From an optimization exercise on the open Yosys and OpenROAD flow, aimed at a short achievable clock period and few clock cycles; shortcuts taken in it are not production practice. At most, simulation tests tie the RTL to the original design; equivalence was not proved. For run 3, only the layout was checked, not whether the RTL still works. No activity file was given, so power comes from the tool's default toggle rates.

$ cat flow/design.v
`timescale 1ns / 1ps
module cpu(
input clk,
input reset,
input [15:0] din,
output reg [15:0] dout,
output reg dout_valid,
output [15:0] imem_addr,
input [31:0] imem_data,
output halted
    );
 integer j;
 function [16:0] ks16;
   input [15:0] a, b;
   input        cin;
   reg   [15:0] g, p, gg, pp;
   integer i, d;
   begin
     g = a & b;
     p = a ^ b;
     gg = g;
     pp = p;
     gg[0] = g[0] | (p[0] & cin);
     for (d = 1; d < 16; d = d * 2)
       for (i = 15; i >= d; i = i - 1) begin
         gg[i] = gg[i] | (pp[i] & gg[i-d]);
         pp[i] = pp[i] & pp[i-d];
       end
     ks16[0] = p[0] ^ cin;
     for (i = 1; i < 16; i = i + 1)
       ks16[i] = p[i] ^ gg[i-1];
     ks16[16] = gg[15];
   end
 endfunction
 function [31:0] ks32;
   input [31:0] a, b;
   reg   [31:0] g, p, gg, pp;
   integer i, d;
   begin
     g = a & b;
     p = a ^ b;
     gg = g;
     pp = p;
     for (d = 1; d < 32; d = d * 2)
       for (i = 31; i >= d; i = i - 1) begin
         gg[i] = gg[i] | (pp[i] & gg[i-d]);
         pp[i] = pp[i] & pp[i-d];
       end
     ks32[0] = p[0];
     for (i = 1; i < 32; i = i + 1)
       ks32[i] = p[i] ^ gg[i-1];
   end
 endfunction
 function [63:0] csa;
   input [31:0] a, b, c;
   begin
     csa[63:32] = a ^ b ^ c;
     csa[31:0]  = {(a[30:0] & b[30:0]) | (a[30:0] & c[30:0]) | (b[30:0] & c[30:0]), 1'b0};
   end
 endfunction
 reg [15:0] PC;
 reg        halt_r;
 reg        dv;             
 reg [31:0] IR;
 reg [15:0] d_pcinc;        
 reg        ev;             
 reg [4:0]  e_rd;
 reg [3:0]  e_addr;
 reg [15:0] aA, aB;         
 reg [15:0] sA, sB;         
 reg [15:0] lA, lB;         
 reg [15:0] stA;            
 reg        e_wr, e_flg, e_mul, e_st, e_stdin, e_ld;
 reg        s_sgpr, s_pa, s_pb, s_na, s_nb, s_add, s_sub, s_or, s_and,
            s_xor, s_xnor, s_nand, s_nor;
 reg [15:0] mA, mB;         
 reg        wv;             
 reg        mv;             
 reg [4:0]  w_rd;
 reg [15:0] w_data;
 reg        mzero;
 reg [31:0] mr0, mr1, mr2;  
 reg [15:0] GPR [0:31];
 reg [15:0] SGPR;
 reg        carry, zero, sign, overflow;
 reg [255:0] dmem;         
 reg [15:0] din_r;
 reg        reset_r;        
 assign imem_addr = PC;
 assign halted    = halt_r;
 wire [16:0] sum = ks16(aA, aB, 1'b0);
 wire [16:0] dif = ks16(sA, ~sB, 1'b1);      
 wire [15:0] ld_data = dmem[16*e_addr +: 16];
 wire [15:0] log_res =
      ({16{s_sgpr}} & SGPR)      | ({16{s_pa}}  & lA)            |
      ({16{s_pb}}   & lB)        | ({16{s_na}}  & ~lA)           |
      ({16{s_nb}}   & ~lB)       | ({16{s_or}}  & (lA | lB))     |
      ({16{s_and}}  & (lA & lB)) | ({16{s_xor}} & (lA ^ lB))     |
      ({16{s_xnor}} & ~(lA ^ lB))| ({16{s_nand}} & ~(lA & lB))   |
      ({16{s_nor}}  & ~(lA | lB));
 wire [15:0] e_res = sum[15:0] | dif[15:0] | log_res | ({16{e_ld}} & ld_data);
 wire z_add = ((aA ^ aB) == {aA[14:0] | aB[14:0], 1'b0});
 wire z_sub = (sA == sB);
 wire n_zero  = s_add ? z_add : s_sub ? z_sub : ~(|log_res);
 wire n_sign  = sum[15] | dif[15] | log_res[15];
 wire n_carry = sum[16];
 wire n_ovf   = ((aA[15] == aB[15]) & (sum[15] != aA[15])) |
                ((sA[15] != sB[15]) & (dif[15] != sA[15]));
 wire e_wr_now  = ev & e_wr;
 wire e_flg_now = ev & e_flg;
 wire e_mul_now = ev & e_mul;
 wire [18:0] bz = {2'b00, mB, 1'b0};
 wire [31:0] pp [0:8];
 wire [8:0]  bneg;
 genvar gi;
 generate
   for (gi = 0; gi < 9; gi = gi + 1) begin : g_booth
     wire b2 = bz[2*gi+2], b1 = bz[2*gi+1], b0 = bz[2*gi];
     wire one = b1 ^ b0;
     wire two = (b2 & ~b1 & ~b0) | (~b2 & b1 & b0);
     wire [16:0] mag = ({17{one}} & {1'b0, mA}) | ({17{two}} & {mA, 1'b0});
     wire [31:0] row = ({15'd0, mag} ^ {32{b2}}) << (2*gi);
     assign bneg[gi] = b2;
     if (gi == 0) begin : g_first
       assign pp[gi] = row;
     end else begin : g_rest
       assign pp[gi] = row | ({31'd0, bneg[gi-1]} << (2*gi-2));
     end
   end
 endgenerate
 wire [63:0] l1a = csa(pp[0], pp[1], pp[2]);
 wire [63:0] l1b = csa(pp[3], pp[4], pp[5]);
 wire [63:0] l1c = csa(pp[6], pp[7], pp[8]);
 wire [63:0] l2a = csa(l1a[63:32], l1a[31:0], l1b[63:32]);
 wire [63:0] l2b = csa(l1b[31:0], l1c[63:32], l1c[31:0]);
 wire [63:0] l3a = csa(l2a[63:32], l2a[31:0], l2b[63:32]);
 wire [63:0] l4a  = csa(mr0, mr1, mr2);
 wire [31:0] prod = ks32(l4a[63:32], l4a[31:0]);
 wire [15:0] w_res = mv ? prod[15:0] : w_data;
 wire [4:0]  op   = IR[31:27];
 wire [4:0]  rd   = IR[26:22];
 wire [4:0]  rs1  = IR[21:17];
 wire        mode = IR[16];
 wire [4:0]  rs2  = IR[15:11];
 wire [15:0] imm  = IR[15:0];
 wire d_alu   = (op <= 5'b01011);
 wire d_mul   = (op == 5'b00100);
 wire d_cond  = (op >= 5'b10011) && (op <= 5'b11010);
 wire d_two   = (op >= 5'b00010) && (op <= 5'b01010);           
 wire reads_a = d_two | (op == 5'b01101) |
                (((op == 5'b00001) | (op == 5'b01011)) & ~mode);
 wire reads_b = d_two & ~mode;
 wire d_wr    = (d_alu & ~d_mul) | (op == 5'b01111);
 wire d_log   = (op == 5'b00001) | (op == 5'b01011) |
                ((op >= 5'b00101) && (op <= 5'b01010));
 wire stall_d = dv & (
     (e_mul_now & ((reads_a & (rs1 == e_rd)) | (reads_b & (rs2 == e_rd)) |
                   (op == 5'b00000))) |
     (d_cond & (e_mul_now | (mv & ~e_flg_now))));
 wire go_d = dv & ~stall_d;
 wire e_fa = e_wr_now & (e_rd == rs1);
 wire e_fb = e_wr_now & (e_rd == rs2) & ~mode;
 wire w_fa = wv & (w_rd == rs1);
 wire w_fb = wv & (w_rd == rs2);
 wire [15:0] ra = GPR[rs1];
 wire [15:0] rb = GPR[rs2];
 wire [15:0] na_early = w_fa ? w_res : ra;
 wire [15:0] nb_early = mode ? imm : w_fb ? w_res : rb;
 wire [15:0] na = e_fa ? e_res : na_early;
 wire [15:0] nb = e_fb ? e_res : nb_early;
 wire c_zero  = e_flg_now ? n_zero  : zero;
 wire c_sign  = e_flg_now ? n_sign  : sign;
 wire c_carry = e_flg_now ? n_carry : carry;
 wire c_ovf   = e_flg_now ? n_ovf   : overflow;
 reg  taken;
 always @(*) begin
    case (op)
    5'b10011:  taken = c_carry;
    5'b10100: taken = ~c_carry;
    5'b10101:  taken = c_sign;
    5'b10110: taken = ~c_sign;
    5'b10111:  taken = c_zero;
    5'b11000: taken = ~c_zero;
    5'b11001:  taken = c_ovf;
    5'b11010: taken = ~c_ovf;
    default: taken = 1'b0;
    endcase
 end
 wire mis = go_d & d_cond & ~taken;
 wire        st_hit   = ev & e_st & (e_addr == IR[3:0]);
 wire [15:0] st_data  = stA | ({16{e_stdin}} & din_r);
 wire [15:0] out_data = st_hit ? st_data : dmem[16*IR[3:0] +: 16];
 wire [4:0]  fop    = imem_data[31:27];
 wire [15:0] fimm   = imem_data[15:0];
 wire        f_pred = (fop >= 5'b10010) && (fop <= 5'b11010);
 wire [15:0] pc_inc = PC + 16'd1;
 always @(posedge clk) begin
    din_r <= din;
    if (~stall_d) begin
       IR      <= imem_data;
       d_pcinc <= pc_inc;
    end
    if (reset) begin
       PC     <= 16'd0;
       halt_r <= 1'b0;
       dv     <= 1'b0;
    end else if (mis) begin
       PC <= d_pcinc;
       dv <= 1'b0;
    end else if (~stall_d) begin
       if (~halt_r) begin
          PC <= f_pred ? fimm : pc_inc;
          if (fop == 5'b11011)
             halt_r <= 1'b1;
       end
       dv <= ~halt_r;
    end
 end
 always @(posedge clk) begin
    if (reset)
       ev <= 1'b0;
    else
       ev <= go_d;
    e_rd   <= rd;
    e_addr <= IR[3:0];
    aA     <= (go_d & (op == 5'b00010)) ? na : 16'd0;
    aB     <= (go_d & (op == 5'b00010)) ? nb : 16'd0;
    sA     <= (go_d & (op == 5'b00011)) ? na : 16'd0;
    sB     <= (go_d & (op == 5'b00011)) ? nb : 16'd0;
    lA     <= (go_d & d_log) ? na : 16'd0;
    lB     <= (go_d & d_log) ? nb : 16'd0;
    stA    <= (go_d & (op == 5'b01101)) ? na : 16'd0;
    mA     <= (go_d & d_mul) ? na : 16'd0;
    mB     <= (go_d & d_mul) ? nb : 16'd0;
    e_wr    <= d_wr;
    e_flg   <= d_alu & ~d_mul;
    e_mul   <= d_mul;
    e_st    <= (op == 5'b01101) | (op == 5'b01110);
    e_stdin <= (op == 5'b01110);
    e_ld    <= (op == 5'b01111);
    s_sgpr  <= (op == 5'b00000);
    s_pa    <= (op == 5'b00001) & ~mode;
    s_pb    <= (op == 5'b00001) & mode;
    s_na    <= (op == 5'b01011) & ~mode;
    s_nb    <= (op == 5'b01011) & mode;
    s_add   <= (op == 5'b00010);
    s_sub   <= (op == 5'b00011);
    s_or    <= (op == 5'b00101);
    s_and   <= (op == 5'b00110);
    s_xor   <= (op == 5'b00111);
    s_xnor  <= (op == 5'b01000);
    s_nand  <= (op == 5'b01001);
    s_nor   <= (op == 5'b01010);
 end
 always @(posedge clk) begin
    if (reset) begin
       wv <= 1'b0;
       mv <= 1'b0;
    end else begin
       wv <= e_wr_now | e_mul_now;
       mv <= e_mul_now;
    end
    w_rd   <= e_rd;
    w_data <= e_res;
    mzero  <= (mA == 16'd0) | (mB == 16'd0);
    mr0    <= l3a[63:32];
    mr1    <= l3a[31:0];
    mr2    <= l2b[31:0];
 end
 always @(posedge clk) begin
    reset_r <= reset;
    if (reset_r) begin
       SGPR <= 16'd0;
       for (j = 0; j < 32; j = j + 1)
          GPR[j] <= 16'd0;
       carry      <= 1'b0;
       zero       <= 1'b1;
       sign       <= 1'b0;
       overflow   <= 1'b0;
    end else begin
       if (wv)
          GPR[w_rd] <= w_res;
       if (mv) begin
          SGPR     <= prod[31:16];
          zero     <= mzero;
          sign     <= prod[31];
          carry    <= 1'b0;
          overflow <= 1'b0;
       end
       if (e_flg_now) begin
          zero     <= n_zero;
          sign     <= n_sign;
          carry    <= n_carry;
          overflow <= n_ovf;
       end
    end
 end
 always @(posedge clk) begin
    for (j = 0; j < 16; j = j + 1)
       if (ev & e_st & (e_addr == j))
          dmem[16*j +: 16] <= st_data;
    dout <= out_data;    
    if (reset)
       dout_valid <= 1'b0;
    else
       dout_valid <= go_d & (op == 5'b10001);
 end
endmodule
$ cat flow/flow/run.sh
#!/bin/bash
# Standard ORFS layout; timing repair aims well below the clock period so the
# design is optimised for the period it can reach, not just for 11 ns.
set -o pipefail
export SETUP_SLACK_MARGIN=8.0
export TNS_END_PERCENT=100
export BUFFER_PORTS_ARGS="-buffer_cell sky130_fd_sc_hd__buf_4"
bash standard.sh > flow_standard.log 2>&1
$ cat flow/standard.sh
#!/bin/bash
# synth_recipe.tcl (not shown) runs the flow's synth.tcl, then flattens the netlist and writes it again
# the make line also repeats each setting of config.mk as NAME=value (left out here)
make -C /OpenROAD-flow-scripts/flow DESIGN_CONFIG=/design/flow/config.mk WORK_HOME=/design/flow/orfs CLKGATE_MAP_FILE= SYNTH_SCRIPT=/design/flow/synth_recipe.tcl "${@:-finish}"
$ cat flow/config.mk
export PLATFORM = sky130hd
export DESIGN_NAME = cpu
export DESIGN_NICKNAME = cpu
export VERILOG_FILES = /design/flow/design.v
export SDC_FILE = /design/flow/constraint.sdc
export NUM_CORES = 4
export LEC_CHECK = 0
export ABC_CLOCK_PERIOD_IN_PS = 1000
export CAP_MARGIN = 35
export CORE_MARGIN = 2
export CORE_UTILIZATION = 50
export CTS_CLUSTER_DIAMETER = 100
export CTS_CLUSTER_SIZE = 20
export PLACE_DENSITY = 0.65
export SLEW_MARGIN = 35
$ cat flow/constraint.sdc
create_clock -name core_clock -period 11.0 [get_ports {clk}]
set_input_delay 2.2000 -clock core_clock [delete_from_list [all_inputs] [get_ports {clk}]]
set_output_delay 2.2000 -clock core_clock [all_outputs]
set_load 0.01 [all_outputs]
==> impl_metrics.json, run 1 <==
{
  "crit_family": "flip-flops",
  "vdd_ir_drop_max_mv": 0.149,
  "critPathCaptureType": "output port",
  "fmax_mhz": 294,
  "io_buffers": 83,
  "skew_ps": 36.0,
  "fill_cells": 9294,
  "synth_cell_type_count": 84,
  "rows": 131,
  "drt_wl_total_um": 224000,
  "ant_nets": 0,
  "cp_data_required_time_ps": 8800,
  "cts_tree": "done",
  "cap_violations": 0,
  "drt_iter0_markers": 6749,
  "placedCellCount": 6663,
  "dpl.hpwl_um": 126000,
  "root_buffer": "clkbuf_16",
  "p_sw_mw": 2.35,
  "fin_setup_tns_ps": 0,
  "clk_latency_ps": 680,
  "power.internal_mw": 6.67,
  "ys.flop_type": "edfxtp_1",
  "final_hold_viol_count": 0,
  "ys_seq_area_share_pct": 49.3,
  "swShare_pct": 26.0,
  "cp-start-kind": "flop",
  "clock_sinks": 1175,
  "die_h_um": 363,
  "synth_nets": 5554,
  "syn-instance-count": 5238,
  "crit_arrival_ps": 1210,
  "drc_errors": 0,
  "final_common_cell": "nor2_1",
  "yosys_warnings": 1,
  "clk_path_buf_depth": 3,
  "cp_num_buf_inv": 1,
  "grt_use_total_pct": 32.2,
  "overflow": 0,
  "syn_to_final_growth_pct": 22.0,
  "wire_per_inst_um": 31.1,
  "multi_input_area_um2": 33400,
  "initial_core_util_pct": 50.4,
  "seq_power_share_pct": 54.5,
  "combinationalPowerShare_pct": 14.9,
  "die_x_um": 363,
  "slew_headroom_pct": 35.3,
  "cellPowerDensity_nw_per_um2": 115,
  "core-area_um2": 128000,
  "grt_pass1_vias": 45385,
  "synth-seq-cells": 1175,
  "maxSlewViolCount": 0,
  "clkPwrFrac_pct": 30.5,
  "vias_per_cell": 6.69,
  "path_clk_slew_ps": 90,
  "path_max_fanout": 4,
  "fin_cells": 7204,
  "cts_max_level": 3,
  "grt_pass1_wl_um": 309000,
  "synth-edff-count": 816,
  "fp.dieArea_um2": 132000,
  "rsz0062_at_grt": "true",
  "period_needed_ps": 3410,
  "cp_cell_sequence": "buf_6",
  "p_leak_nw": 27.4,
  "avgSynthCellArea_um2": 12.3,
  "syn_area_um2": 64300,
  "async_reset_ff_share_pct": 0,
  "vias": 48159,
  "hp-class": "reg -> reg",
  "post-route-util_pct": 61.4,
  "run_status": "complete, no violations",
  "fin_nets": 5817,
  "cts_buffers": 69,
  "gp_congestion": 0.895,
  "drive_gt1_share_pct": 35.0,
  "critPathMaxStageDelay_ps": 410,
  "setup_viol_count_final": 0,
  "ios": 84,
  "path_class": "reg -> out",
  "grt_antenna_before_repair": 8,
  "tightestPinTransition_ps": 971,
  "layout_common_cells": "nor2_1 (834), edfxtp_1 (816), mux4_2 (476)",
  "grt_max_degree": 74,
  "seq_area_um2": 32000,
  "first_pass_iters": 9,
  "cp_slowest_cell": "dfxtp_4",
  "min_period_over_period_pct": 31.0
}
[routing by layer]
| metal | vias up | GRT usage [%] | share of wire [%] | wire length (um) |
|---|---|---|---|---|
| met3 | 870 | 6.17 | 12 | 26000 |
| met5 | - | 0 | 0.025 | 55 |
| met1 | 23930 | 42.4 | 35 | 78400 |
| met4 | 8 | 16.9 | 7.0 | 15800 |
| li1 | 19755 | - | - | - |
| met2 | 3596 | 50.9 | 46 | 104000 |
[sequential cells by signal, indices dropped and copies added (netlist names), 20 cells and up, named ones only]
| signal | flops |
|---|---|
| mr2 | 20 |
| GPR | 512 |
| dmem | 256 |
| mr0 | 32 |
| mr1 | 28 |
| IR | 32 |
[metrics by stage]
stage | worst slack [ps] | area (um^2) | power (mW) | hold WS [ps]
after floorplan | 7410 | 64400 | 5.60 | 323
after global routing | 7570 | 78400 | 9.23 | 364
after CTS | 7560 | 74000 | 8.85 | 341
after detailed placement | 6740 | 66700 | 5.97 | 333
final | 7590 | 78400 | 9.02 | 343
after global placement | 6520 | 66400 | 5.95 | 328
[what timing repair did]
item                       in CTS  in global routing
gates cloned                   43                 35
buffers inserted              176                174
hold buffers                    0                  0
pin swaps                     100                270
setup endpoints to repair     644                479
resized for setup             599                546
[power by group through the flow]
| stage | sequential, mW | combinational, mW | clock [mW] |
|---|---|---|---|
| after floorplan | 4.97 | 0.631 | 0 |
| after global placement | 5.04 | 0.912 | 0 |
| after detailed placement | 5.04 | 0.934 | 0 |
| after CTS | 4.92 | 1.17 | 2.76 |
| after global routing | 4.93 | 1.38 | 2.91 |
| final | 4.92 | 1.35 | 2.75 |
[final timing paths]
path / start / to / slack, ps / cells after the start
worst max-delay path: PC[3]$_SDFFE_PP0P_ / imem_addr[3] / 7590 / 1
worst max register to register: aA[10]$_SDFF_PN0_ / PC[4]$_SDFFE_PP0P_ / 7690 / 15
worst min-delay path: IR[22]$_DFFE_PN_ / e_rd[0]$_DFF_P_ / 340 / 0
worst min register to register: IR[22]$_DFFE_PN_ / e_rd[0]$_DFF_P_ / 340 / 0
[synthesized netlist by cell type (66+ instances only)]
cell type / instances / area, um^2
edfxtp_1: 816 / 24500
a21oi_1: 187 / 936
mux4_2: 476 / 10700
mux2i_1: 82 / 821
nand2_1: 311 / 1170
xnor2_1: 66 / 578
o21ai_0: 169 / 846
a211oi_1: 107 / 803
ha_1: 131 / 1640
dfxtp_1: 359 / 7190
fa_1: 135 / 2700
clkbuf_1: 337 / 1260
nor2_1: 894 / 3360
inv_1: 239 / 897
[area by class of cell]
| cell class | count | area share (%) |
|---|---|---|
| antenna | 4 | 0.0128 |
| clock buffer | 103 | 2.50 |
| clock inverter | 5 | 0.0813 |
| inverter | 245 | 1.24 |
| multi-input combinational | 3373 | 42.6 |
| sequential | 1175 | 40.7 |
| tap | 1662 | 2.65 |
| timing repair buffer | 637 | 10.2 |
[kinds of logic after synthesis]
logic type	Yosys count	share of synthesized area, %
AOI/OAI and AO/OA	789	8.13
adders and majority gates	319	7.58
and+or+nand+nor	1526	10.2
DFF	1175	49.3
muxes	609	18.9
xor gates and xnor gates	123	1.68
buffers and inverters	697	4.32
Testbench counts, summed over its fixed seeds: cycles 218,010.
==> inputs of run 2 (changes only) <==
--- a/flow/config.mk
+++ b/flow/config.mk
@@ -11,4 +11,2 @@
 export CORE_UTILIZATION = 50
-export CTS_CLUSTER_DIAMETER = 100
-export CTS_CLUSTER_SIZE = 20
 export PLACE_DENSITY = 0.65
==> run 2 against run 1 <==
Against the previous run: flip-flop and latch count unchanged; worst setup slack worse by 78 ps; wire length up 1.3%; synthesized area unchanged; final area up 2.4%; sequential share of layout area down 0.95 points; critical path depth unchanged; clock power up 55%; non-clock buffer count down 16; combinational power about the same; global-route usage up 0.22 points; synthesized cell count unchanged; largest power group unchanged.
==> impl_metrics.json, run 2 <==
{
  "run_status": "complete, no violations",
  "io_buffers": 83,
  "synth_cell_type_count": 84,
  "drc_errors": 0,
  "yosysMostFrequentCell": "nor2_1",
  "path_class": "reg -> out",
  "critPathMaxStageDelay_ps": 400,
  "yosys-top-cells-area": "edfxtp_1 (38%), mux4_2 (17%), dfxtp_1 (11%)",
  "grt_pass1_vias": 45963,
  "path_clk_slew_ps": 70,
  "drive_gt1_share_pct": 36.0,
  "path_depth": 1,
  "fin_nets": 5852,
  "ys.flop_type": "edfxtp_1",
  "cp_cell_sequence": "buf_6",
  "critPathCaptureType": "output port",
  "dpl_cell_area_um2": 66700,
  "crit_family": "flip-flops",
  "grt_use_total_pct": 32.4,
  "fill_cells": 9016,
  "largest_reg_flops": 512,
  "layout_common_cells": "nor2_1 (844), edfxtp_1 (816), mux4_2 (476)",
  "fin_setup_tns_ps": 0,
  "fp.dieArea_um2": 132000,
  "gp_congestion": 0.895,
  "synth_top_cell_area_share_pct": 38.1,
  "top_regs": "GPR (512), dmem (256)",
  "maxSlewViolCount": 0,
  "ant_nets": 0,
  "grt_max_degree": 74,
  "cap_violations": 0,
  "vdd_ir_drop_max_mv": 0.144,
  "cp-start-kind": "flop",
  "grt_busiest_layer": "met2",
  "vias": 48620,
  "syn-instance-count": 5238,
  "dpl.hpwl_um": 126000,
  "rsz0062_at_grt": "true",
  "grt_util_met2_pct": 50.7,
  "min_period_over_period_pct": 31.7,
  "fmax_mhz": 287,
  "period_needed_ps": 3480,
  "clk_path_buf_depth": 3,
  "first_pass_iters": 8,
  "final_hold_viol_count": 0,
  "clk_latency_ps": 790,
  "crit_end": "imem_addr[3]",
  "cp_data_required_time_ps": 8800,
  "cts_max_level": 3,
  "avgSynthCellArea_um2": 12.3,
  "slew_headroom_pct": 33.0,
  "vias_per_cell": 6.65,
  "core-area_um2": 128000,
  "ys_seq_area_share_pct": 49.3,
  "setup_viol_count_final": 0,
  "drt_iter0_markers": 6649,
  "root_buffer": "clkbuf_16",
  "rr_worst_depth": 14,
  "die_x_um": 363,
  "skew_ps": 64.9,
  "overflow": 0,
  "yosys_warnings": 1,
  "placedCellCount": 6663,
  "fin_area_um2": 80300,
  "grt_pass1_wl_um": 311000,
  "crit_arrival_ps": 1280,
  "cp_slowest_cell": "dfxtp_4",
  "rows": 131,
  "path_max_fanout": 5,
  "use_met1_pct": 42.5,
  "synth-seq-cells": 1175,
  "top_register": "GPR",
  "grt_antenna_before_repair": 12,
  "drt_wl_total_um": 227000,
  "syn_area_um2": 64300,
  "wire_per_inst_um": 31.1,
  "tightestPinTransition_ps": 1010,
  "timing.hold.ws_ps": 345,
  "ios": 84,
  "syn_to_final_growth_pct": 24.9,
  "fin_cells": 7309,
  "worstSetupStartpoint": "PC[3]$_SDFFE_PP0P_",
  "die_h_um": 363,
  "worstReg2RegStart": "mr2[13]$_DFF_P_",
  "async_reset_ff_share_pct": 0,
  "final_common_cell": "nor2_1",
  "cts_tree": "done",
  "r2r-end": "SGPR[15]$_SDFFE_PP0P_",
  "r2r_slack_ps": 7690,
  "clock_sinks": 1175,
  "initial_core_util_pct": 50.4,
  "hp-class": "reg -> reg",
  "synth_common_cells": "nor2_1 (894), edfxtp_1 (816), mux4_2 (476)",
  "synth_nets": 5554,
  "synth-edff-count": 816,
  "use_met3_pct": 6.61,
  "p_leak_nw": 28.4,
  "synth_top_area_cell": "edfxtp_1",
  "cts_buffers": 119,
  "cts_hold_buf": 0,
  "cp_num_buf_inv": 1,
  "cellPowerDensity_nw_per_um2": 131
}
## run 2: worst min path at each step
stage	start	endpoint	slack, ps	cells past startpoint
2_1_floorplan	IR[22]$_DFFE_PN_	e_rd[0]$_DFF_P_	320	0
3_3_place_gp	IR[23]$_DFFE_PN_	e_rd[1]$_DFF_P_	330	0
3_5_place_dp	IR[22]$_DFFE_PN_	e_rd[0]$_DFF_P_	330	0
4_1_cts	IR[22]$_DFFE_PN_	e_rd[0]$_DFF_P_	350	0
5_1_grt	IR[22]$_DFFE_PN_	e_rd[0]$_DFF_P_	350	0
6_report	IR[22]$_DFFE_PN_	e_rd[0]$_DFF_P_	340	0
## run 2: final cells by class
type / count / area (um^2) / share of cell area [%]
diodes: 7 / 17.5 / 0.0218
clock buffers: 163 / 3330 / 4.14
clock inverters: 62 / 749 / 0.933
inverters: 245 / 975 / 1.21
multi-input cells: 3374 / 33400 / 41.5
flip-flops and latches: 1175 / 32000 / 39.8
well taps: 1662 / 2080 / 2.59
repair buffers: 621 / 7850 / 9.78
## run 2: repair_timing
item	4_1_cts	5_1_grt
gates cloned	42	31
buffers inserted	172	169
pin swaps	101	279
endpoints found under the setup margin	645	450
gates resized for setup	616	542
## run 2: kinds of logic (layout without fill, tap and decap cells)
family | after synthesis | count (layout) | synth area share (%)
other | 0 | 7 | 0
adders and majority gates | 319 | 319 | 7.58
buffers and inverters | 697 | 1091 | 4.32
muxes | 609 | 609 | 18.9
DFF | 1175 | 1175 | 49.3
AOI/OAI and AO/OA | 789 | 790 | 8.13
and+or+nand+nor | 1526 | 1533 | 10.2
xor gates and xnor gates | 123 | 123 | 1.68
## run 2: stage by stage
stage	setup slack, ps	util [%]	total power, mW
2_1_floorplan	7410	-	5.60
3_3_place_gp	6520	52.0	5.95
3_5_place_dp	6740	52.2	5.97
4_1_cts	7490	59.5	10.3
5_1_grt	7500	62.9	10.8
6_report	7520	62.9	10.5
## run 2: metal layers
layer  wire, um  share of wire, %  vias to the layer above
met5         51             0.022                        -
met2     104000                46                     3520
met1      79100                35                    24282
met4      17300               7.6                       10
li1           -                 -                    19925
met3      26300                12                      883
## run 2: power breakdown
part           total [mW]  switching, mW  internal (mW)
clock network        4.26           1.84           2.43
logic                1.34          0.742          0.598
registers            4.93          0.105           4.82
total                10.5           2.68           7.85
==> inputs of run 3 (changes only) <==
--- a/flow/design.v
+++ b/flow/design.v
@@ -65,2 +65,3 @@
  reg [15:0] d_pcinc;        
+ reg        d_same;         
  reg        ev;             
@@ -108,2 +109,3 @@
                 ((sA[15] != sB[15]) & (dif[15] != sA[15]));
+ wire mz_now = (mA == 16'd0) | (mB == 16'd0);    
  wire e_wr_now  = ev & e_wr;
@@ -148,2 +150,3 @@
  wire d_cond  = (op >= 5'b10011) && (op <= 5'b11010);
+ wire d_sgn   = (op == 5'b10101) | (op == 5'b10110);
  wire d_two   = (op >= 5'b00010) && (op <= 5'b01010);           
@@ -158,3 +161,3 @@
                    (op == 5'b00000))) |
-     (d_cond & (e_mul_now | (mv & ~e_flg_now))));
+     (d_sgn & (e_mul_now | (mv & ~e_flg_now))));
  wire go_d = dv & ~stall_d;
@@ -170,6 +173,7 @@
  wire [15:0] nb = e_fb ? e_res : nb_early;
- wire c_zero  = e_flg_now ? n_zero  : zero;
+ wire mul_flg = e_mul_now | (mv & ~e_flg_now);
+ wire c_zero  = e_flg_now ? n_zero  : e_mul_now ? mz_now : mv ? mzero : zero;
  wire c_sign  = e_flg_now ? n_sign  : sign;
- wire c_carry = e_flg_now ? n_carry : carry;
- wire c_ovf   = e_flg_now ? n_ovf   : overflow;
+ wire c_carry = e_flg_now ? n_carry : ~mul_flg & carry;
+ wire c_ovf   = e_flg_now ? n_ovf   : ~mul_flg & overflow;
  reg  taken;
@@ -188,3 +192,3 @@
  end
- wire mis = go_d & d_cond & ~taken;
+ wire mis = go_d & d_cond & ~taken & ~d_same;
  wire        st_hit   = ev & e_st & (e_addr == IR[3:0]);
@@ -196,2 +200,3 @@
  wire [15:0] pc_inc = PC + 16'd1;
+ wire        f_same = (fimm == pc_inc);
  always @(posedge clk) begin
@@ -201,2 +206,3 @@
        d_pcinc <= pc_inc;
+       d_same  <= f_same;
     end
@@ -264,3 +270,3 @@
     w_data <= e_res;
-    mzero  <= (mA == 16'd0) | (mB == 16'd0);
+    mzero  <= mz_now;
     mr0    <= l3a[63:32];
--- a/flow/config.mk
+++ b/flow/config.mk
@@ -11,2 +11,4 @@
 export CORE_UTILIZATION = 50
+export CTS_CLUSTER_DIAMETER = 100
+export CTS_CLUSTER_SIZE = 20
 export PLACE_DENSITY = 0.65
==> run 3 against run 2 <==
Against the previous run: still clean on timing, DRC and antenna; maximum frequency shrank 4.2%; clock power is 36% lower; wire length fell by 4.1%; synthesized cell count is 1.6% lower; synthesized area down 0.71%; clock-buffer cell count down 63; final cell count down 3.9%; first-iteration DRC count shrank 5.4%; clock skew is 20 ps lower; critical path type is now reg -> reg.
==> impl_metrics.json, run 3 <==
{
  "die_x_um": 361,
  "final_common_cell": "nor2_1",
  "dpl_cell_area_um2": 66700,
  "grt_pass1_vias": 45142,
  "overflow": 0,
  "first_pass_iters": 7,
  "io_buffers": 83,
  "yosys-top-cells-area": "edfxtp_1 (38%), mux4_2 (17%), dfxtp_1 (11%)",
  "vias_per_cell": 6.68,
  "yosys_warnings": 1,
  "synth_common_cells": "nor2_1 (874), edfxtp_1 (817), mux4_2 (480)",
  "synth_cell_type_count": 86,
  "drc_errors": 0,
  "top_register": "GPR",
  "wl_met1_um": 77500,
  "fmax_mhz": 275,
  "maxSlewViolCount": 0,
  "clk_path_buf_depth": 3,
  "synth_top_area_cell": "edfxtp_1",
  "path_clk_slew_ps": 90,
  "critPathCaptureType": "flop",
  "tightestPinTransition_ps": 932,
  "synth_nets": 5470,
  "cts_hold_buf": 0,
  "syn_to_final_growth_pct": 19.3,
  "power_mw": 8.96,
  "cts_max_level": 3,
  "crit_arrival_ps": 4210,
  "synth_top_family_by_area": "multiplexers",
  "synth_compound_area_share_pct": 8.34,
  "cellPowerDensity_nw_per_um2": 118,
  "top_regs": "GPR (512), dmem (256)",
  "cts_tree": "done",
  "cp_data_required_time_ps": 11580,
  "cap_violations": 0,
  "fin_nets": 5636,
  "root_buffer": "clkbuf_16",
  "syn_area_um2": 63900,
  "setup_viol_count_final": 0,
  "clock_sinks": 1176,
  "rsz0062_at_grt": "true",
  "path_class": "reg -> reg",
  "synth_top_cell_area_share_pct": 38.4,
  "async_reset_ff_share_pct": 0,
  "path_max_fanout": 6,
  "ios": 84,
  "topRoutingLayerUsed": "met5",
  "run_status": "complete, no violations",
  "largest_reg_flops": 512,
  "yosysMostFrequentCell": "nor2_1",
  "drt_wl_total_um": 218000,
  "skew_ps": 44.4,
  "avgSynthCellArea_um2": 12.4,
  "synth-simple-area-share_pct": 9.97,
  "grt_antenna_before_repair": 7,
  "drive_gt1_share_pct": 32.6,
  "slew_headroom_pct": 37.8,
  "met3_length_um": 24300,
  "p_leak_nw": 26.4,
  "grt_max_degree": 63,
  "ys_seq_area_share_pct": 49.7,
  "period_needed_ps": 3640,
  "ys.flop_type": "edfxtp_1",
  "fin_area_um2": 76200,
  "vdd_ir_drop_max_mv": 0.151,
  "drt_iter0_markers": 6287,
  "grt_use_total_pct": 31.9,
  "synth-edff-count": 817,
  "ant_nets": 0,
  "cts_buffers": 69,
  "final_hold_viol_count": 0,
  "vias": 46887,
  "fin_setup_tns_ps": 0,
  "timing.hold.ws_ps": 351,
  "synth_xor_area_share_pct": 1.70,
  "initial_core_util_pct": 50.2,
  "grt_pass1_wl_um": 306000,
  "layout_common_cells": "nor2_1 (822), edfxtp_1 (817), mux4_2 (480)",
  "core-area_um2": 127000,
  "synth-seq-cells": 1176,
  "wire_per_inst_um": 31.0,
  "synth_adder_area_share_pct": 7.03,
  "cp-start-kind": "flop",
  "rows": 131,
  "synth_mux_area_share_pct": 19.1,
  "dpl.hpwl_um": 127000,
  "die_h_um": 361,
  "gp_congestion": 0.935,
  "hp-class": "reg -> reg",
  "min_period_over_period_pct": 33.1,
  "clk_latency_ps": 710,
  "syn-instance-count": 5154,
  "dr_wl_met2_um": 103000,
  "fp.dieArea_um2": 131000
}
==> run 3: cell count changes in the layout (fill, tap and decap cells not counted), moves of 18 or more <==
cell,change
clkbuf_16,-62
o21ai_0,-31
a21oi_1,+37
nor2_1,-22
a211oi_1,-18
clkinv_2,-18
nand2_1,-66
buf_6,-25
nand2_2,-41
maj3_1,-33
o211ai_1,-46
o22ai_1,+80
a22oi_1,+33
==> run 3: area by class of cell <==
type                       count  area (um^2)
clock buffer                 100         1880
inverter                     238          916
antenna                        2         5.00
timing repair buffer         543         6650
fill                        9655        51000
tap                         1662         2080
multi-input combinational   3292        32600
clock inverter                 8          104
sequential                  1176        32000
==> run 3: metrics by stage <==
stage	util [%]	setup slack [ps]	instances
after detailed placement	52.4	6190	6609
after floorplan	-	7600	5154
after global routing	59.9	7300	7021
after CTS	57.4	7470	6886
final	59.9	7360	7021
after global placement	52.3	6240	6601
==> run 3: cells by family (layout without fill, tap and decap cells) <==
logic type      after synthesis  after routing
xor+xnor                    124            124
fa+ha+maj                   281            281
other cells                   0              2
buf+inv                     693            889
compound gates              826            826
simple gates               1440           1447
flops                      1176           1176
mux                         614            614
==> run 3: worst paths after layout <==
path / from / slack (ps) / cells after the start / end
worst min register to register: IR[26]$_DFFE_PN_ / 350 / 0 / e_rd[4]$_DFF_P_
worst min-delay path: IR[26]$_DFFE_PN_ / 350 / 0 / e_rd[4]$_DFF_P_
worst max register to register: sB[9]$_SDFF_PN0_ / 7360 / 15 / PC[6]$_SDFFE_PP0P_
worst max-delay path: sB[9]$_SDFF_PN0_ / 7360 / 15 / PC[6]$_SDFFE_PP0P_
==> run 3: repair_timing <==
| action | in CTS | in global routing |
|---|---|---|
| setup endpoints to repair | 451 | 347 |
| gates resized for setup | 541 | 448 |
| pin swaps | 66 | 233 |
| buffers inserted | 127 | 114 |
| gates cloned | 42 | 18 |
==> run 3: worst max-delay path: stages (launching register included) <==
cell	delay (ps)
dfxtp_1	320
inv_1	40
ha_1	380
and3_4	250
nand3_2	140
a211oi_4	330
o31ai_2	120
buf_4	170
xnor2_2	180
a2111oi_0	120
or4_1	520
a221o_2	370
buf_12	170
buf_16	150
o21ai_4	160
o41ai_4	100
==> run 3: power breakdown <==
part / leakage [nW] / internal (mW) / switching (mW)
clock: 0.956 / 1.23 / 1.51
sequential: 10.7 / 4.82 / 0.0996
combinational: 14.7 / 0.578 / 0.725
==> run 3: routing by layer <==
| layer | vias up | global-route usage [%] |
|---|---|---|
| met4 | 6 | 14.5 |
| met3 | 701 | 5.73 |
| li1 | 19397 | - |
| met5 | - | 0 |
| met1 | 23611 | 42.2 |
| met2 | 3172 | 51.7 |
==> inputs of run 4 (changes only) <==
--- a/flow/design.v
+++ b/flow/design.v
@@ -65,3 +65,2 @@
  reg [15:0] d_pcinc;        
- reg        d_same;         
  reg        ev;             
@@ -77,2 +76,5 @@
  reg [15:0] mA, mB;         
+ reg        e_br;           
+ reg [4:0]  e_op;
+ reg [15:0] e_pcinc;
  reg        wv;             
@@ -109,3 +111,17 @@
                 ((sA[15] != sB[15]) & (dif[15] != sA[15]));
- wire mz_now = (mA == 16'd0) | (mB == 16'd0);    
+ reg  e_taken;
+ always @(*) begin
+    case (e_op)
+    5'b10011:  e_taken = carry;
+    5'b10100: e_taken = ~carry;
+    5'b10101:  e_taken = sign;
+    5'b10110: e_taken = ~sign;
+    5'b10111:  e_taken = zero;
+    5'b11000: e_taken = ~zero;
+    5'b11001:  e_taken = overflow;
+    5'b11010: e_taken = ~overflow;
+    default: e_taken = 1'b1;
+    endcase
+ end
+ wire e_mis = ev & e_br & ~e_taken;
  wire e_wr_now  = ev & e_wr;
@@ -150,3 +166,2 @@
  wire d_cond  = (op >= 5'b10011) && (op <= 5'b11010);
- wire d_sgn   = (op == 5'b10101) | (op == 5'b10110);
  wire d_two   = (op >= 5'b00010) && (op <= 5'b01010);           
@@ -161,4 +176,6 @@
                    (op == 5'b00000))) |
-     (d_sgn & (e_mul_now | (mv & ~e_flg_now))));
- wire go_d = dv & ~stall_d;
+     (d_cond & (e_mul_now | (mv & ~e_flg_now))));
+ wire d_zc    = (op == 5'b10111) | (op == 5'b11000);
+ wire defer_d = d_cond & e_flg_now & ~(d_zc & s_sub);
+ wire go_d    = dv & ~stall_d & ~e_mis;
  wire e_fa = e_wr_now & (e_rd == rs1);
@@ -173,7 +190,3 @@
  wire [15:0] nb = e_fb ? e_res : nb_early;
- wire mul_flg = e_mul_now | (mv & ~e_flg_now);
- wire c_zero  = e_flg_now ? n_zero  : e_mul_now ? mz_now : mv ? mzero : zero;
- wire c_sign  = e_flg_now ? n_sign  : sign;
- wire c_carry = e_flg_now ? n_carry : ~mul_flg & carry;
- wire c_ovf   = e_flg_now ? n_ovf   : ~mul_flg & overflow;
+ wire z_d = e_flg_now ? z_sub : zero;
  reg  taken;
@@ -181,10 +194,10 @@
     case (op)
-    5'b10011:  taken = c_carry;
-    5'b10100: taken = ~c_carry;
-    5'b10101:  taken = c_sign;
-    5'b10110: taken = ~c_sign;
-    5'b10111:  taken = c_zero;
-    5'b11000: taken = ~c_zero;
-    5'b11001:  taken = c_ovf;
-    5'b11010: taken = ~c_ovf;
+    5'b10011:  taken = carry;
+    5'b10100: taken = ~carry;
+    5'b10101:  taken = sign;
+    5'b10110: taken = ~sign;
+    5'b10111:  taken = z_d;
+    5'b11000: taken = ~z_d;
+    5'b11001:  taken = overflow;
+    5'b11010: taken = ~overflow;
     default: taken = 1'b0;
@@ -192,3 +205,3 @@
  end
- wire mis = go_d & d_cond & ~taken & ~d_same;
+ wire mis = go_d & d_cond & ~defer_d & ~taken;
  wire        st_hit   = ev & e_st & (e_addr == IR[3:0]);
@@ -200,3 +213,3 @@
  wire [15:0] pc_inc = PC + 16'd1;
- wire        f_same = (fimm == pc_inc);
+ wire f_hold = dv & defer_d & (fop == 5'b11011);
  always @(posedge clk) begin
@@ -206,3 +219,2 @@
        d_pcinc <= pc_inc;
-       d_same  <= f_same;
     end
@@ -212,2 +224,5 @@
        dv     <= 1'b0;
+    end else if (e_mis) begin
+       PC <= e_pcinc;
+       dv <= 1'b0;
     end else if (mis) begin
@@ -216,3 +231,3 @@
     end else if (~stall_d) begin
-       if (~halt_r) begin
+       if (~halt_r & ~f_hold) begin
           PC <= f_pred ? fimm : pc_inc;
@@ -221,3 +236,3 @@
        end
-       dv <= ~halt_r;
+       dv <= ~halt_r & ~f_hold;
     end
@@ -231,2 +246,5 @@
     e_addr <= IR[3:0];
+    e_br   <= go_d & defer_d;
+    e_op   <= op;
+    e_pcinc <= d_pcinc;
     aA     <= (go_d & (op == 5'b00010)) ? na : 16'd0;
@@ -270,3 +288,3 @@
     w_data <= e_res;
-    mzero  <= mz_now;
+    mzero  <= (mA == 16'd0) | (mB == 16'd0);
     mr0    <= l3a[63:32];
--- a/flow/config.mk
+++ b/flow/config.mk
@@ -11,4 +11,2 @@
 export CORE_UTILIZATION = 50
-export CTS_CLUSTER_DIAMETER = 100
-export CTS_CLUSTER_SIZE = 20
 export PLACE_DENSITY = 0.65
==> run 4 against run 3 <==
Against the previous run: non-clock buffer count is 35 lower; critical path depth down 14; hold slack got worse by 8.8 ps; total power grew 18%; flip-flop and latch count increased by 21; clock power is 57% higher; final area grew 3.3%; still clean; sequential power is 2% higher; clock-buffer cell count up 67; register-to-register slack gained 380 ps; global-route usage increased by 0.52 points; core utilization rose by 1.1 points; critical endpoint is now imem_addr[8].
==> impl_metrics.json, run 4 <==
{
  "setup_viol_count_final": 0,
  "syn_to_final_growth_pct": 21.3,
  "cp-start-kind": "flop",
  "period_needed_ps": 3440,
  "cp_cell_sequence": "buf_6",
  "core-area_um2": 129000,
  "grt_util_met2_pct": 50.9,
  "cellPowerDensity_nw_per_um2": 134,
  "final_common_cell": "nor2_1",
  "placedCellCount": 6804,
  "yosysMostFrequentCell": "nor2_1",
  "synth_adder_area_share_pct": 7.50,
  "largest_reg_flops": 512,
  "synth_top_area_cell": "edfxtp_1",
  "drc_errors": 0,
  "synth_nets": 5621,
  "die_x_um": 364,
  "maxSlewViolCount": 0,
  "grt_pass1_wl_um": 314000,
  "fin_area_um2": 78700,
  "synth_compound_area_share_pct": 7.86,
  "critPathCaptureType": "output port",
  "cts_buffers": 119,
  "critPathMaxStageDelay_ps": 370,
  "grt_max_degree": 74,
  "timing.hold.ws_ps": 342,
  "cp_data_required_time_ps": 8800,
  "cap_violations": 0,
  "synth_top_family_by_area": "multiplexers",
  "p_leak_nw": 27.8,
  "rsz0062_at_grt": "true",
  "top_register": "GPR",
  "grt_use_total_pct": 32.5,
  "fp.dieArea_um2": 133000,
  "path_max_fanout": 4,
  "grt_pass1_vias": 45878,
  "dpl_cell_area_um2": 67400,
  "syn_area_um2": 64900,
  "path_clk_slew_ps": 70,
  "vias": 48254,
  "drive_gt1_share_pct": 32.1,
  "syn-instance-count": 5305,
  "async_reset_ff_share_pct": 0,
  "path_class": "reg -> out",
  "die_h_um": 364,
  "crit_family": "flip-flops",
  "final_hold_viol_count": 0,
  "top_regs": "GPR (512), dmem (256)",
  "run_status": "complete, no violations",
  "vias_per_cell": 6.58,
  "min_period_over_period_pct": 31.3,
  "drt_wl_total_um": 228000,
  "fmax_mhz": 291,
  "cp_slowest_cell": "dfxtp_4",
  "ios": 84,
  "synth_common_cells": "nor2_1 (907), edfxtp_1 (816), mux4_2 (479)",
  "drt_iter0_markers": 6713,
  "yosys-top-cells-area": "edfxtp_1 (38%), mux4_2 (17%), dfxtp_1 (12%)",
  "layout_common_cells": "nor2_1 (872), edfxtp_1 (816), mux4_2 (479)",
  "slew_headroom_pct": 28.3,
  "root_buffer": "clkbuf_16",
  "use_met3_pct": 7.03,
  "grt_busiest_layer": "met2",
  "fin_cells": 7333,
  "cts_max_level": 3,
  "tightestPinTransition_ps": 1070,
  "clock_sinks": 1197,
  "synth_cell_type_count": 92,
  "ys.flop_type": "edfxtp_1",
  "dpl.hpwl_um": 130000,
  "clk_latency_ps": 770,
  "overflow": 0,
  "clk_path_buf_depth": 3,
  "initial_core_util_pct": 50.3,
  "synth_mux_area_share_pct": 18.8,
  "io_buffers": 83,
  "power_mw": 10.5,
  "cts_tree": "done",
  "n_antenna_cell": 0,
  "crit_arrival_ps": 1240,
  "synth_xor_area_share_pct": 1.70,
  "ant_nets": 0,
  "first_pass_iters": 7,
  "use_met1_pct": 42.6,
  "fin_nets": 5805,
  "avgSynthCellArea_um2": 12.2,
  "synth_top_cell_area_share_pct": 37.7,
  "vdd_ir_drop_max_mv": 0.139,
  "gp_congestion": 0.947,
  "ys_seq_area_share_pct": 49.5,
  "rows": 132,
  "fin_setup_tns_ps": 0,
  "synth-simple-area-share_pct": 10.4,
  "cp_num_buf_inv": 1,
  "grt_antenna_before_repair": 5,
  "wire_per_inst_um": 31.1,
  "synth-edff-count": 816,
  "yosys_warnings": 1,
  "skew_ps": 43.6,
  "hp-class": "reg -> reg",
  "synth-seq-cells": 1197
}
run 4: cell types whose count changed after synthesis, moves of 21 or more:
cell / before / now
a22oi_1: 57 / 12
nand2_1: 204 / 339
nor2_1: 874 / 907
o211ai_1: 8 / 58
a21oi_1: 234 / 183
o21ai_0: 129 / 167
buf_1: 79 / 58
o221ai_1: 3 / 24
o22ai_1: 109 / 27
dfxtp_1: 359 / 381
maj3_1: 15 / 53
run 4: per-layer routing:
| layer | wire length (um) | vias to the layer above |
|---|---|---|
| met5 | 87 | - |
| met4 | 15800 | 4 |
| met3 | 27500 | 820 |
| met2 | 103000 | 3367 |
| met1 | 81000 | 24147 |
| li1 | - | 19916 |
run 4: cell type report:
type,instances,area (um^2)
clock buffer,167,3430
clock inverter,56,663
fill,9824,50400
inverter,253,1000
multi-input combinational,3410,32700
sequential,1197,32300
tap,1742,2180
timing repair buffer,508,6450
run 4: cell families (layout without fill, tap and decap cells):
group / Yosys count / after routing
XOR/XNOR: 126 / 126
adder cells (fa/ha/maj): 319 / 319
AO/OA/AOI/OAI: 772 / 773
flip-flops: 1197 / 1197
buffers and inverters: 702 / 984
AND/OR/NAND/NOR: 1573 / 1576
multiplexers: 616 / 616
run 4: repair_timing:
item                                   4_1_cts  5_1_grt
resized for setup                          432      421
hold buffers                                 0        0
buffers inserted                           107      124
gates cloned                                33       41
endpoints found under the hold margin        0        0
setup endpoints to repair                  744      360
pin swaps                                   44      218
run 4: through the flow:
step | setup slack, ps | util, %
6_report | 7560 | 61.0
5_1_grt | 7530 | 61.0
4_1_cts | 7510 | 58.2
3_5_place_dp | 6490 | 52.2
3_3_place_gp | 6500 | 52.0
2_1_floorplan | 7600 | -
run 4: report_power, final:
part           leakage (nW)  total, mW  internal, mW  switching (mW)
logic                  14.9       1.26         0.534           0.721
clock network          2.01       4.29          2.46            1.83
registers              10.9       5.00          4.90          0.0950
run 4: final timing paths:
kind | from | slack [ps] | endpoint | cells past startpoint
worst max-delay path | PC[8]$_SDFFE_PP0P_ | 7560 | imem_addr[8] | 1
worst min-delay path | IR[26]$_DFFE_PN_ | 340 | e_rd[4]$_DFF_P_ | 0
worst max register to register | mr0[11]$_DFF_P_ | 7740 | sB[14]$_SDFF_PN0_ | 10
worst min register to register | IR[26]$_DFFE_PN_ | 340 | e_rd[4]$_DFF_P_ | 0
Testbench counts of run 4, summed over its fixed seeds: cycles 218,753.
==> inputs of run 5 (changes only) <==
--- a/flow/config.mk
+++ b/flow/config.mk
@@ -11,2 +11,4 @@
 export CORE_UTILIZATION = 50
+export CTS_CLUSTER_DIAMETER = 100
+export CTS_CLUSTER_SIZE = 20
 export PLACE_DENSITY = 0.65
==> run 5 against run 4 <==
Against the previous run: still clean on timing, DRC and antenna; final area decreased by 2.4%; clock-buffer cell count decreased by 68; synthesized cell count unchanged; largest power group unchanged; highest routed layer unchanged.
==> impl_metrics.json, run 5 <==
{
  "path_clk_slew_ps": 80,
  "drive_gt1_share_pct": 31.1,
  "die_h_um": 364,
  "ys.flop_type": "edfxtp_1",
  "fin_setup_tns_ps": 0,
  "first_pass_iters": 8,
  "top_regs": "GPR (512), dmem (256)",
  "synth_top_cell_area_share_pct": 37.7,
  "ios": 84,
  "skew_ps": 39.7,
  "fill_cells": 10005,
  "cp_num_buf_inv": 1,
  "cellPowerDensity_nw_per_um2": 118,
  "fin_area_um2": 76900,
  "layout_common_cells": "nor2_1 (862), edfxtp_1 (816), mux4_2 (479)",
  "gp_congestion": 0.947,
  "avgSynthCellArea_um2": 12.2,
  "fin_cells": 7236,
  "clock_sinks": 1197,
  "vdd_ir_drop_max_mv": 0.136,
  "async_reset_ff_share_pct": 0,
  "run_status": "complete, no violations",
  "overflow": 0,
  "crit_family": "flip-flops",
  "synth-seq-cells": 1197,
  "synth_mux_area_share_pct": 18.8,
  "cp_slowest_cell": "dfxtp_4",
  "clk_path_buf_depth": 3,
  "slew_headroom_pct": 28.8,
  "syn-instance-count": 5305,
  "synth_top_area_cell": "edfxtp_1",
  "grt_pass1_wl_um": 311000,
  "fin_nets": 5770,
  "vias_per_cell": 6.61,
  "io_buffers": 83,
  "maxSlewViolCount": 0,
  "cts_buffers": 70,
  "clk_latency_ps": 730,
  "fmax_mhz": 294,
  "initial_core_util_pct": 50.3,
  "die_x_um": 364,
  "dpl_cell_area_um2": 67400,
  "path_max_fanout": 1,
  "synth_common_cells": "nor2_1 (907), edfxtp_1 (816), mux4_2 (479)",
  "synth_nets": 5621,
  "syn_area_um2": 64900,
  "cp_data_required_time_ps": 8800,
  "setup_viol_count_final": 0,
  "synth_cell_type_count": 92,
  "top_register": "GPR",
  "cts_tree": "done",
  "synth-edff-count": 816,
  "root_buffer": "clkbuf_16",
  "synth_compound_area_share_pct": 7.86,
  "vias": 47799,
  "cap_violations": 0,
  "tightestPinTransition_ps": 1070,
  "dpl.hpwl_um": 130000,
  "drt_wl_total_um": 226000,
  "worstReg2RegStart": "mr0[11]$_DFF_P_",
  "yosys_warnings": 1,
  "placedCellCount": 6804,
  "yosys-top-cells-area": "edfxtp_1 (38%), mux4_2 (17%), dfxtp_1 (12%)",
  "crit_arrival_ps": 1200,
  "critPathMaxStageDelay_ps": 390,
  "synth_xor_area_share_pct": 1.70,
  "drc_errors": 0,
  "timing.hold.ws_ps": 347,
  "ant_nets": 0,
  "cp-start-kind": "flop",
  "syn_to_final_growth_pct": 18.4,
  "p_leak_nw": 26.8,
  "yosysMostFrequentCell": "nor2_1",
  "drt_iter0_markers": 6872,
  "largest_reg_flops": 512,
  "grt_antenna_before_repair": 8,
  "fp.dieArea_um2": 133000,
  "grt_pass1_vias": 45466,
  "path_class": "reg -> out",
  "synth_top_family_by_area": "multiplexers",
  "worstSetupStartpoint": "dout_valid$_SDFF_PP0_",
  "final_hold_viol_count": 0,
  "cp_cell_sequence": "buf_6",
  "period_needed_ps": 3400,
  "rows": 132,
  "min_period_over_period_pct": 30.9,
  "ys_seq_area_share_pct": 49.5,
  "hp-class": "reg -> reg",
  "rsz0062_at_grt": "true",
  "final_common_cell": "nor2_1",
  "cts_max_level": 3,
  "core-area_um2": 129000,
  "wire_per_inst_um": 31.2,
  "min-delay-start": "IR[26]$_DFFE_PN_",
  "critPathCaptureType": "output port",
  "grt_max_degree": 74,
  "synth_adder_area_share_pct": 7.50,
  "synth-simple-area-share_pct": 10.4,
  "cts_hold_buf": 0,
  "grt_use_total_pct": 32.2
}
==> run 5: cell counts after synthesis <==
Identical to the previous run, type by type.
==> run 5: kinds of logic after synthesis <==
logic type                 Yosys count
adders and majority gates          319
and+or+nand+nor                   1573
muxes                              616
buffers and inverters              702
DFF                               1197
xor gates and xnor gates           126
AOI/OAI and AO/OA                  772
==> run 5: path summary, 6_finish.rpt <==
path | slack [ps] | to | depth (start not counted)
max | 7600 | dout_valid | 1
min | 350 | e_rd[4]$_DFF_P_ | 0
max reg2reg | 7790 | sB[14]$_SDFF_PN0_ | 11
min reg2reg | 350 | e_rd[4]$_DFF_P_ | 0
==> run 5: layer usage <==
layer / vias to the layer above / track usage [%] / part of all wire [%]
met5: - / 0 / 0.027
met4: 10 / 16.9 / 7.0
met3: 782 / 7.77 / 12
met2: 3314 / 50.4 / 45
met1: 23884 / 41.8 / 35
li1: 19809 / - / -
==> run 5: metrics by stage <==
| stage | worst slack (ps) | total power, mW | util [%] |
|---|---|---|---|
| 2_1_floorplan | 7600 | 5.68 | - |
| 3_3_place_gp | 6500 | 6.04 | 52.0 |
| 3_5_place_dp | 6490 | 6.06 | 52.2 |
| 4_1_cts | 7560 | 8.92 | 56.8 |
| 5_1_grt | 7560 | 9.24 | 59.5 |
| 6_report | 7600 | 9.04 | 59.5 |
==> run 5: area by class of cell <==
class / instances / area (um^2) / share of cell area [%]
clock inverters: 12 / 153 / 0.199
repair buffers: 522 / 6640 / 8.64
diodes: 1 / 2.50 / 0.00326
flip-flops and latches: 1197 / 32300 / 42.1
well taps: 1742 / 2180 / 2.84
multi-input cells: 3410 / 32700 / 42.5
inverters: 253 / 996 / 1.30
clock buffers: 99 / 1860 / 2.42
==> run 5: repair_timing <==
item | in CTS | in global routing
gates cloned | 33 | 41
setup buffers | 123 | 123
pin swaps | 78 | 178
setup endpoints to repair | 732 | 448
gates resized for setup | 466 | 411
==> run 5: report_power, final <==
group	internal [mW]	switching (mW)	leakage (nW)
registers	4.90	0.0933	10.9
clock network	1.22	1.54	0.970
logic	0.548	0.732	15.0
total	6.67	2.37	26.8
==> inputs of run 6 (changes only) <==
--- a/flow/config.mk
+++ b/flow/config.mk
@@ -13,2 +13,3 @@
 export CTS_CLUSTER_SIZE = 20
+export GPL_TIMING_DRIVEN = 1
 export PLACE_DENSITY = 0.65
==> run 6 against run 5 <==
Against the previous run: largest power group unchanged; clock skew stayed put; synthesized cell count is the same; register-to-register slack hardly changed; final cell count stayed put; sequential share of layout area did not move; global-route usage did not move; non-clock buffer count is the same; flip-flop and latch count is the same; critical path depth is the same; synthesized area unchanged; wire length did not move.
==> impl_metrics.json, run 6 <==
{
  "ant_nets": 0,
  "initial_core_util_pct": 50.3,
  "skew_ps": 39.7,
  "clk_latency_ps": 730,
  "path_max_fanout": 1,
  "synth-simple-area-share_pct": 10.4,
  "synth_xor_area_share_pct": 1.70,
  "cp_cell_sequence": "buf_6",
  "crit_family": "flip-flops",
  "first_pass_iters": 8,
  "fill_cells": 10005,
  "ys.flop_type": "edfxtp_1",
  "grt_antenna_before_repair": 8,
  "rsz0062_at_grt": "true",
  "yosysMostFrequentCell": "nor2_1",
  "cts_tree": "done",
  "overflow": 0,
  "multi_input_area_um2": 32700,
  "synth-seq-cells": 1197,
  "wire_per_inst_um": 31.2,
  "yosys_warnings": 1,
  "use_met1_pct": 41.8,
  "synth_mux_area_share_pct": 18.8,
  "rr_worst_depth": 11,
  "ios": 84,
  "p_leak_nw": 26.8,
  "grt_pass1_wl_um": 311000,
  "rows": 132,
  "avgSynthCellArea_um2": 12.2,
  "grt_pass1_vias": 45466,
  "drive_gt1_share_pct": 31.1,
  "top_regs": "GPR (512), dmem (256)",
  "io_buffers": 83,
  "cp_slowest_cell": "dfxtp_4",
  "slew_headroom_pct": 28.8,
  "cts_hold_buf": 0,
  "async_reset_ff_share_pct": 0,
  "grt_use_total_pct": 32.2,
  "synth_cell_type_count": 92,
  "synth-edff-count": 816,
  "clk_path_buf_depth": 3,
  "synth_compound_area_share_pct": 7.86,
  "path_clk_slew_ps": 80,
  "grt_max_degree": 74,
  "dpl.hpwl_um": 130000,
  "synth_common_cells": "nor2_1 (907), edfxtp_1 (816), mux4_2 (479)",
  "drc_errors": 0,
  "crit_arrival_ps": 1200,
  "min-delay-start": "IR[26]$_DFFE_PN_",
  "largest_reg_flops": 512,
  "maxSlewViolCount": 0,
  "cp-start-kind": "flop",
  "die_h_um": 364,
  "synth_top_cell_area_share_pct": 37.7,
  "r2r-end": "sB[14]$_SDFF_PN0_",
  "vias": 47799,
  "fin_nets": 5770,
  "yosys-top-cells-area": "edfxtp_1 (38%), mux4_2 (17%), dfxtp_1 (12%)",
  "setup_viol_count_final": 0,
  "run_status": "complete, no violations",
  "gp_congestion": 0.947,
  "cap_violations": 0,
  "fin_cells": 7236,
  "root_buffer": "clkbuf_16",
  "final_hold_viol_count": 0,
  "path_class": "reg -> out",
  "drt_wl_total_um": 226000,
  "ys_seq_area_share_pct": 49.5,
  "cts_buffers": 70,
  "drt_iter0_markers": 6872,
  "r2r_slack_ps": 7790,
  "fin_setup_tns_ps": 0,
  "worstReg2RegStart": "mr0[11]$_DFF_P_",
  "vias_per_cell": 6.61,
  "synth_top_family_by_area": "multiplexers",
  "cts_max_level": 3,
  "cp_num_buf_inv": 1,
  "final_common_cell": "nor2_1",
  "dp_slack_ps": 6490,
  "syn-instance-count": 5305,
  "placedCellCount": 6804,
  "syn_to_final_growth_pct": 18.4,
  "clock_sinks": 1197,
  "top_register": "GPR",
  "grt_util_met2_pct": 50.4,
  "min_period_over_period_pct": 30.9,
  "hold_depth": 0,
  "critPathMaxStageDelay_ps": 390,
  "cellPowerDensity_nw_per_um2": 118,
  "core-area_um2": 129000,
  "fmax_mhz": 294,
  "period_needed_ps": 3400,
  "min_to": "e_rd[4]$_DFF_P_",
  "fp.dieArea_um2": 133000,
  "layout_common_cells": "nor2_1 (862), edfxtp_1 (816), mux4_2 (479)",
  "hp-class": "reg -> reg",
  "vdd_ir_drop_max_mv": 0.136,
  "tightestPinTransition_ps": 1070,
  "syn_area_um2": 64900,
  "synth_adder_area_share_pct": 7.50,
  "critPathCaptureType": "output port",
  "use_met3_pct": 7.77,
  "synth_nets": 5621,
  "synth_top_area_cell": "edfxtp_1",
  "fin_ws_ps": 7600,
  "die_x_um": 364,
  "grt_busiest_layer": "met2",
  "cp_data_required_time_ps": 8800,
  "timing.hold.ws_ps": 347,
  "seq_area_um2": 32300,
  "worstSetupStartpoint": "dout_valid$_SDFF_PP0_"
}
-- run 6: cell counts after synthesis --
No cell type changed its count.
-- run 6: routing by layer --
layer | wire, um | vias to the layer above
li1 | - | 19809
met1 | 79700 | 23884
met2 | 103000 | 3314
met3 | 27600 | 782
met4 | 15800 | 10
met5 | 62 | -
-- run 6: area by class of cell --
type	count	area share [%]
inverter	253	1.30
sequential	1197	42.1
timing repair buffer	522	8.64
tap	1742	2.84
antenna	1	0.00326
clock buffer	99	2.42
multi-input combinational	3410	42.5
clock inverter	12	0.199
-- run 6: stage by stage --
| stage | total power, mW | utilization [%] | cell area (um^2) |
|---|---|---|---|
| final | 9.04 | 59.5 | 76900 |
| after global routing | 9.24 | 59.5 | 76900 |
| after CTS | 8.92 | 56.8 | 73300 |
| after detailed placement | 6.06 | 52.2 | 67400 |
| after global placement | 6.04 | 52.0 | 67200 |
| after floorplan | 5.68 | - | 65100 |
-- run 6: timing repair --
item / 4_1_cts / 5_1_grt
resized for setup: 466 / 411
pin swaps: 78 / 178
setup endpoints to repair: 732 / 448
buffers inserted: 123 / 123
gates cloned: 33 / 41
-- run 6: worst register-to-register path, stage by stage, from the launching register on --
cell	delay [ps]
dfxtp_2	330
fa_1	580
ha_4	220
a21o_1	160
a21o_1	150
a21o_1	190
buf_6	140
a31o_4	220
or3_4	400
a222oi_1	320
mux2i_1	200
nor2b_2	200
-- run 6: how the worst max path moves through the flow --
stage                                     to  depth (start not counted)  slack (ps)
after floorplan           PC[3]$_SDFFE_PP0P_                          6        7600
after global placement     stA[7]$_SDFF_PN0_                          9        6500
after detailed placement    lA[7]$_SDFF_PN0_                          9        6490
after CTS                       imem_addr[9]                          1        7560
after global routing       sB[14]$_SDFF_PN0_                         11        7560
final                             dout_valid                          1        7600
-- run 6: logic make-up (layout without fill, tap and decap cells) --
| kind of cell | count (synthesis) | after routing |
|---|---|---|
| simple gates | 1573 | 1576 |
| flops | 1197 | 1197 |
| compound gates | 772 | 773 |
| buf+inv | 702 | 886 |
| mux | 616 | 616 |
| fa+ha+maj | 319 | 319 |
| xor+xnor | 126 | 126 |
| other cells | 0 | 1 |
-- run 6: power by group --
part / total (mW) / internal (mW) / switching [mW]
registers: 4.99 / 4.90 / 0.0933
clock network: 2.76 / 1.22 / 1.54
logic: 1.28 / 0.548 / 0.732
total: 9.04 / 6.67 / 2.37
==> inputs of run 7 (changes only) <==
--- a/flow/config.mk
+++ b/flow/config.mk
@@ -10,7 +10,6 @@
 export CORE_MARGIN = 2
-export CORE_UTILIZATION = 50
+export CORE_UTILIZATION = 58
 export CTS_CLUSTER_DIAMETER = 100
 export CTS_CLUSTER_SIZE = 20
-export GPL_TIMING_DRIVEN = 1
-export PLACE_DENSITY = 0.65
+export PLACE_DENSITY = 0.72
 export SLEW_MARGIN = 35
==> run 7 against run 6 <==
Against the previous run: sequential power barely moved; non-clock buffer count fell by 11; combinational power fell by 3%; final cell count fell by 3.6%; clock-buffer cell count rose by 9; wire length fell by 4.5%; register-to-register slack improved by 50 ps; core utilization rose by 9.0 points; critical endpoint is now imem_addr[4]; highest routed layer unchanged.
==> impl_metrics.json, run 7 <==
{
  "period_needed_ps": 3370,
  "cp-start-kind": "flop",
  "final_common_cell": "nor2_1",
  "crit_arrival_ps": 1170,
  "grt_use_total_pct": 35.8,
  "setup_viol_count_final": 0,
  "fin_nets": 5758,
  "wl_met1_um": 72600,
  "topRoutingLayerUsed": "met5",
  "cts_max_level": 3,
  "grt_pass1_wl_um": 304000,
  "grt_max_degree": 74,
  "cp_cell_sequence": "buf_6",
  "syn_area_um2": 64900,
  "dpl.hpwl_um": 124000,
  "post-route-util_pct": 68.5,
  "fin_setup_tns_ps": 0,
  "synth_common_cells": "nor2_1 (907), edfxtp_1 (816), mux4_2 (479)",
  "skew_ps": 32.6,
  "rr_worst_depth": 10,
  "cts_tree": "done",
  "overflow": 0,
  "hold_depth": 0,
  "final_hold_viol_count": 0,
  "drt_iter0_markers": 7472,
  "syn_to_final_growth_pct": 17.0,
  "drc_errors": 0,
  "ant_nets": 0,
  "path_class": "reg -> out",
  "vias_per_cell": 6.91,
  "die_h_um": 339,
  "ios": 84,
  "maxSlewViolCount": 0,
  "avgSynthCellArea_um2": 12.2,
  "synth_top_cell_area_share_pct": 37.7,
  "syn-instance-count": 5305,
  "fmax_mhz": 297,
  "drt_wl_total_um": 215000,
  "hp-class": "reg -> reg",
  "ys.flop_type": "edfxtp_1",
  "critPathCaptureType": "output port",
  "wire_per_inst_um": 30.9,
  "run_status": "complete, no violations",
  "ys_seq_area_share_pct": 49.5,
  "fill_cells": 7502,
  "clk_path_buf_depth": 3,
  "met3_length_um": 26500,
  "crit_family": "flip-flops",
  "cap_violations": 0,
  "core-area_um2": 111000,
  "grt_antenna_before_repair": 5,
  "async_reset_ff_share_pct": 0,
  "initial_core_util_pct": 58.6,
  "cts_buffers": 70,
  "cp_slowest_cell": "dfxtp_4",
  "rows": 122,
  "path_depth": 1,
  "grt_pass1_vias": 46400,
  "synth_cell_type_count": 92,
  "yosys-top-cells-area": "edfxtp_1 (38%), mux4_2 (17%), dfxtp_1 (12%)",
  "clk_latency_ps": 700,
  "synth-seq-cells": 1197,
  "clock_sinks": 1197,
  "layout_common_cells": "nor2_1 (856), edfxtp_1 (816), mux4_2 (479)",
  "yosysMostFrequentCell": "nor2_1",
  "drive_gt1_share_pct": 30.2,
  "synth_nets": 5621,
  "path_max_fanout": 2,
  "tightestPinTransition_ps": 978,
  "yosys_warnings": 1,
  "path_clk_slew_ps": 80,
  "root_buffer": "clkbuf_16",
  "top_regs": "GPR (512), dmem (256)",
  "first_pass_iters": 6,
  "p_leak_nw": 26.6,
  "fp.dieArea_um2": 115000,
  "slew_headroom_pct": 34.7,
  "min_period_over_period_pct": 30.6,
  "io_buffers": 83,
  "die_x_um": 339,
  "vias": 48216,
  "synth-edff-count": 816,
  "cellPowerDensity_nw_per_um2": 119,
  "top_register": "GPR",
  "cp_data_required_time_ps": 8800,
  "synth_top_area_cell": "edfxtp_1",
  "rsz0062_at_grt": "true",
  "vdd_ir_drop_max_mv": 0.130,
  "largest_reg_flops": 512,
  "cp_num_buf_inv": 1,
  "gp_congestion": 0.960,
  "critPathMaxStageDelay_ps": 370,
  "dr_wl_met2_um": 98700
}
[run 7: timing repair]
action                                  in CTS  in global routing
endpoints found under the setup margin     706                480
cloned                                      35                 24
pin swaps                                   84                140
setup buffers                              129                108
hold buffers                                 0                  0
resized for setup                          427                401
[run 7: worst paths after layout]
path	startpoint	endpoint	slack [ps]
hold / removal	IR[25]$_DFFE_PN_	e_rd[3]$_DFF_P_	340
setup / recovery	PC[4]$_SDFFE_PP0P_	imem_addr[4]	7630
setup reg to reg	mr2[11]$_DFF_P_	aB[14]$_SDFF_PN0_	7840
hold reg to reg	IR[25]$_DFFE_PN_	e_rd[3]$_DFF_P_	340
[run 7: cell type report]
cell class | count | area (um^2) | area share [%]
diodes | 2 | 5.00 | 0.00659
flip-flops and latches | 1197 | 32300 | 42.6
repair buffers | 511 | 6260 | 8.25
clock inverters | 11 | 144 | 0.189
inverters | 253 | 996 | 1.31
well taps | 1488 | 1860 | 2.45
clock buffers | 108 | 1890 | 2.49
multi-input cells | 3409 | 32500 | 42.7
[run 7: routing by layer]
metal,vias to the layer above,track usage [%]
met5,-,0
met4,6,22.0
met3,917,7.57
met2,3753,56.2
met1,23768,46.1
li1,19772,-
[run 7: where the power goes]
part | internal [mW] | switching, mW | total (mW)
combinational | 0.540 | 0.704 | 1.24
clock | 1.24 | 1.56 | 2.80
sequential | 4.90 | 0.0975 | 5.00
total | 6.68 | 2.36 | 9.04
[run 7: metrics by stage]
| step | instances | hold WS, ps | setup slack (ps) | instance area, um^2 | power [mW] |
|---|---|---|---|---|---|
| after CTS | 6843 | 350 | 7610 | 73000 | 8.88 |
| after global routing | 6979 | 354 | 7610 | 76000 | 9.22 |
| after global placement | 6556 | 326 | 6560 | 67000 | 6.01 |
| final | 6979 | 344 | 7630 | 76000 | 9.04 |
| after floorplan | 5305 | 323 | 7600 | 65100 | 5.68 |
| after detailed placement | 6560 | 331 | 6480 | 67100 | 6.04 |
[run 7: logic make-up (layout without fill, tap and decap cells)]
family / Yosys count / in the layout / share of synthesized area (%)
and+or+nand+nor: 1573 / 1576 / 10.4
buffers and inverters: 702 / 883 / 4.23
xor gates and xnor gates: 126 / 126 / 1.70
AOI/OAI and AO/OA: 772 / 772 / 7.86
DFF: 1197 / 1197 / 49.5
other: 0 / 2 / 0
muxes: 616 / 616 / 18.8
adders and majority gates: 319 / 319 / 7.50
